Source: an optimization exercise on an open RTL-to-GDS flow (aim: small area, a short achievable clock period and few clock cycles). Production flows keep margins and buffers that such runs may drop. Only simulation tests tie the RTL to the original design; equivalence was not proved. Power figures rest on the tool's default switching activity, not on a simulated workload.

== v36 ==
## core
module core (
    input  logic clk,
    input  logic rst_n,
    input  logic [31:0] dmem_rdata,
    output logic [31:0] dmem_wdata,
    output logic [31:0] dmem_addr,
    output logic        dmem_wen,
    output logic  [3:0] dmem_wr_mask,
    input  logic [31:0] imem_rdata,
    output logic [31:0] imem_addr
);
Size: ~5,200 cells after synthesis, roughly 1,200 flip-flops, ~0.061 mm² of cells after synthesis.
==> flow/config.mk <==
export PLATFORM = sky130hd
export DESIGN_NAME = core
export DESIGN_NICKNAME = core
export VERILOG_FILES = /design/flow/design.v
export SDC_FILE = /design/flow/constraint.sdc
export NUM_CORES = 4
export LEC_CHECK = 0
export CAP_MARGIN = 20
export CORE_MARGIN = 2
export CORE_UTILIZATION = 33
export SLEW_MARGIN = 20
==> flow/constraint.sdc <==
create_clock -name core_clock -period 12.0 [get_ports {clk}]
set_input_delay 2.4000 -clock core_clock [delete_from_list [all_inputs] [get_ports {clk}]]
set_output_delay 2.4000 -clock core_clock [all_outputs]
set_load 0.01 [all_outputs]
standard.sh (not shown) runs the stock make flow with config.mk's settings and CLKGATE_MAP_FILE= SYNTH_SCRIPT=/design/flow/synth_recipe.tcl, a recipe that flattens the netlist after the stock synthesis.
==> flow/flow/run.sh <==
#!/bin/bash
# Layout flow: the standard ORFS flow (standard.sh, unchanged synthesis) with
# stronger timing repair and a smaller clock tree. Extra make variables:
#   SETUP_SLACK_MARGIN  repair setup slack beyond the clock period's (flow/margin.txt)
#   MATCH_CELL_FOOTPRINT=0  let repair resize cells across footprints
#   BUFFER_PORTS_ARGS   buffer every port with a plain buffer cell
#   CTS_ARGS            larger sink clusters, no dummy loads
# Each tool's output goes to the ORFS logs under orfs/logs; make's own output to flow_make.log.
set -euo pipefail
MARGIN=$(cat flow/margin.txt)
EXTRA="SETUP_SLACK_MARGIN=$MARGIN MATCH_CELL_FOOTPRINT=0 'BUFFER_PORTS_ARGS=-buffer_cell sky130_fd_sc_hd__buf_4'"
EXTRA="$EXTRA 'CTS_ARGS=-sink_clustering_enable -repair_clock_nets -dont_use_dummy_load -sink_clustering_size 40 -sink_clustering_max_diameter 60'"
sed -e "s|CLKGATE_MAP_FILE= |CLKGATE_MAP_FILE= $EXTRA |" standard.sh > flow_standard.sh
grep -q "SETUP_SLACK_MARGIN=$MARGIN" flow_standard.sh
bash flow_standard.sh > flow_make.log 2>&1
test -f out/final.def
==> flow/flow/margin.txt <==
7.5
Testbench counts of v36, summed over its fixed seeds: cycles 76,389.
--- input diff v36..v32 ---
Settings: a change of CORE_UTILIZATION from 33 to 40.
[summary]
Sequential logic power of v32 falls short of that of v36 slightly.
v32 — worst path arrival time 0.13 ns lower, v36 as reference
Utilization, v32 and v36: lower on v36
v32: done, clean on timing, DRC and antenna
On total power of the final layout, v32 tracks v36 almost exactly.
Cell area after layout in v32 is 1.2% lower than in v36
Changes in v18 relative to v32:
--- a/flow/flow/run.sh
+++ b/flow/flow/run.sh
@@ -10,3 +10,3 @@
 MARGIN=$(cat flow/margin.txt)
-EXTRA="SETUP_SLACK_MARGIN=$MARGIN MATCH_CELL_FOOTPRINT=0 'BUFFER_PORTS_ARGS=-buffer_cell sky130_fd_sc_hd__buf_4'"
+EXTRA="SETUP_SLACK_MARGIN=$MARGIN MATCH_CELL_FOOTPRINT=0 'BUFFER_PORTS_ARGS=-buffer_cell sky130_fd_sc_hd__buf_2'"
 EXTRA="$EXTRA 'CTS_ARGS=-sink_clustering_enable -repair_clock_nets -dont_use_dummy_load -sink_clustering_size 40 -sink_clustering_max_diameter 60'"
--- outcome ---
- As far as power per standard cell area is concerned, v32 and v18 perform about the same.
- Both conditions hold for v18: the flow ran to the end and the final layout passed the timing, design-rule and antenna checks.
- In the route summary, v18 ends up with a via count exceeding that of v32.
- v18 ended up with imem_rdata[19] as its startpoint of the most critical setup path; v32 ended up with imem_rdata[18].
- v32 -> v18: multi-input combinational cell count flat
- Diff v32 -> v18: ratio of cells with drive above 1 in the final layout rose by 0.64 points; first-pass iteration count of the detailed router now smaller.
diff inputs: v18 => v29
Settings: CORE_UTILIZATION changed from 40 to 50.
--- a/flow/flow/run.sh
+++ b/flow/flow/run.sh
@@ -10,3 +10,3 @@
 MARGIN=$(cat flow/margin.txt)
-EXTRA="SETUP_SLACK_MARGIN=$MARGIN MATCH_CELL_FOOTPRINT=0 'BUFFER_PORTS_ARGS=-buffer_cell sky130_fd_sc_hd__buf_2'"
+EXTRA="SETUP_SLACK_MARGIN=$MARGIN MATCH_CELL_FOOTPRINT=0 'BUFFER_PORTS_ARGS=-buffer_cell sky130_fd_sc_hd__buf_4'"
 EXTRA="$EXTRA 'CTS_ARGS=-sink_clustering_enable -repair_clock_nets -dont_use_dummy_load -sink_clustering_size 40 -sink_clustering_max_diameter 60'"
Results
Relative to v18, maximum resistive drop on vdd has increased by 25 µV in v29. Compared with v18, in v29 sequential share of layout area barely changed; worst hold path cell count barely changed; layout-stage area growth over the synthesis result climbed 0.17 points; cell count dropped 387; via total after detailed routing barely changed. Post-route cell area: v29 vs v18, no meaningful difference. Lower core utilization goes to v18 over v29. Global routing met2 resource utilization, v18 and v29: higher on v29. Comparing v18 and v29, worst setup margin is lower on v29.

* * *

## v16
Another version of the RTL of core (not shown whole).
Size in the first run: about 5,200 cells after synthesis, ~1,200 flip-flops, about 170 I/O pins.
clock: 12.0 ns
lec_check: 0
cap_margin: 20
core_margin: 2
core_utilization: 45
slew_margin: 20
==> flow/flow/run.sh <==
#!/bin/bash
# Layout flow: the standard ORFS flow (standard.sh, unchanged synthesis) with
# stronger timing repair and a smaller clock tree. Extra make variables:
#   SETUP_SLACK_MARGIN  repair setup slack beyond the clock period's (flow/margin.txt)
#   MATCH_CELL_FOOTPRINT=0  let repair resize cells across footprints
#   BUFFER_PORTS_ARGS   buffer every port with a plain buffer cell
#   CTS_ARGS            larger sink clusters, no dummy loads
# Each tool's output goes to the ORFS logs under orfs/logs; make's own output to flow_make.log.
set -euo pipefail
MARGIN=$(cat flow/margin.txt)
EXTRA="SETUP_SLACK_MARGIN=$MARGIN MATCH_CELL_FOOTPRINT=0 'BUFFER_PORTS_ARGS=-buffer_cell sky130_fd_sc_hd__buf_4'"
EXTRA="$EXTRA 'CTS_ARGS=-sink_clustering_enable -repair_clock_nets -dont_use_dummy_load -sink_clustering_size 40 -sink_clustering_max_diameter 60'"
sed -e "s|CLKGATE_MAP_FILE= |CLKGATE_MAP_FILE= $EXTRA |" standard.sh > flow_standard.sh
grep -q "SETUP_SLACK_MARGIN=$MARGIN" flow_standard.sh
bash flow_standard.sh > flow_make.log 2>&1
test -f out/final.def
Scripts as last shown in full above: flow/flow/margin.txt
The flow did not stop early for v16: all stages ran, and the layout cleared the timing, design-rule and antenna checks.
Testbench counts of v16, summed over its fixed seeds: cycles 76,389.
Input changes introduced in v41 (baseline for comparison: v16):
==> flow/flow/margin.txt <==
7.65
[summary]
On switching power as a share of total power: v41 sits above v16. The non-clock buffer count in the final layout of v41 exceeds that of v16 by 28%. Diff v16 -> v41: fmax down about 2.6%, wire length of the first global-routing pass went up by 10,000 um, clock period minus worst slack saw an increase, power per unit of standard cell area lower.
Edits applied to the flow inputs when going from v41 to v34:
Settings: changing CORE_UTILIZATION from 45 to 40.
[summary]
Overall power after layout came out lower on v34 than on v41. Cmp v34 vs v41: logic depth of the worst path, buffers included lower in v34. [compare] base=v41 new=v34: synthesis-to-finish area growth shows an increase of 0.81 points, worst slew margin relative to its limit shows a reduction of 1.5 points, number of sinks on the clock net shows no meaningful change. In the flow results for v34 and v41, the cell area is smaller on v41. Comparing v34 and v41, the lower final critical-path setup slack is on v41. v41 vs v34, worst setup path endpoint: a_e[25] vs a_e[16]. Taking v41 as the reference, in v34 count of clock buffers in the final design down 1; fmax has increased.
--- input diff v34..v12 ---
==> flow/flow/margin.txt <==
7.5
Notes after the runs:
v12 vs v34 on cell count: v12 is the lower one.
v12 against v34: final clock period utilization by the worst path now larger; required time of the critical path now larger.
Diff v12..v34 | hold slack | negligible
Per the comparison of v12 with v34, multi-input gate share of total cell area rose 0.89 points, number of antenna violations at the first check in global routing -15, number of different library cells in the post-synthesis netlist saw little to no change, layout cell share with drive strength beyond 1 lower, total power dropped 2.1%.
Between v12 and v34, the clock buffer and inverter area fraction after layout does not differ in any meaningful way.
Critical path depth (higher): v34
Looking at first element of the critical path, the imem_rdata[15] result is from v34; the imem_rdata[22] one comes from v12.

-- afterwards: timing with drivers on the ports --
The results above use ideal ports. As a check the final layouts listed here were re-extracted and re-timed, cells and wires unchanged. Step 1 sets driving cells, clkbuf_16 on the clock port and buf_2 on the other inputs (assumed; they add their load-dependent delay and slew). Step 2 also shifts input and output timing later by t, the mid clock arrival at the registers, as if the neighbouring blocks saw the same clock. Three values: ideal ports, drivers, drivers and shift; two values: the first two.
run | shift t [ns] | slack for setup (ns) | hold WS [ns] | slew at the worst register clock pin (ns)
v36 | 0.831 | 7.189 / 7.044 / 6.213 | 0.335 / 0.335 / 0.335 | 0.10 / 0.10
v32 | 0.805 | 7.317 / 7.305 / 6.500 | 0.329 / 0.329 / 0.329 | 0.09 / 0.09
v18 | 0.838 | 7.360 / 7.305 / 6.467 | 0.308 / 0.308 / 0.308 | 0.10 / 0.10
v29 | 0.801 | 6.996 / 6.938 / 6.137 | 0.321 / 0.321 / 0.321 | 0.11 / 0.11
v16 | 0.826 | 7.324 / 7.327 / 6.501 | 0.307 / 0.307 / 0.307 | 0.09 / 0.09
v41 | 0.812 | 7.202 / 7.161 / 6.349 | 0.321 / 0.321 / 0.321 | 0.10 / 0.10
v34 | 0.817 | 7.482 / 7.412 / 6.595 | 0.325 / 0.325 / 0.325 | 0.10 / 0.10
v12 | 0.806 | 7.320 / 7.345 / 6.539 | 0.328 / 0.328 / 0.328 | 0.10 / 0.10
After both steps every run listed still meets setup and hold. The setup slack of v36, which loses most, moves by -0.145 ns with the drivers and by -0.976 ns with both steps.
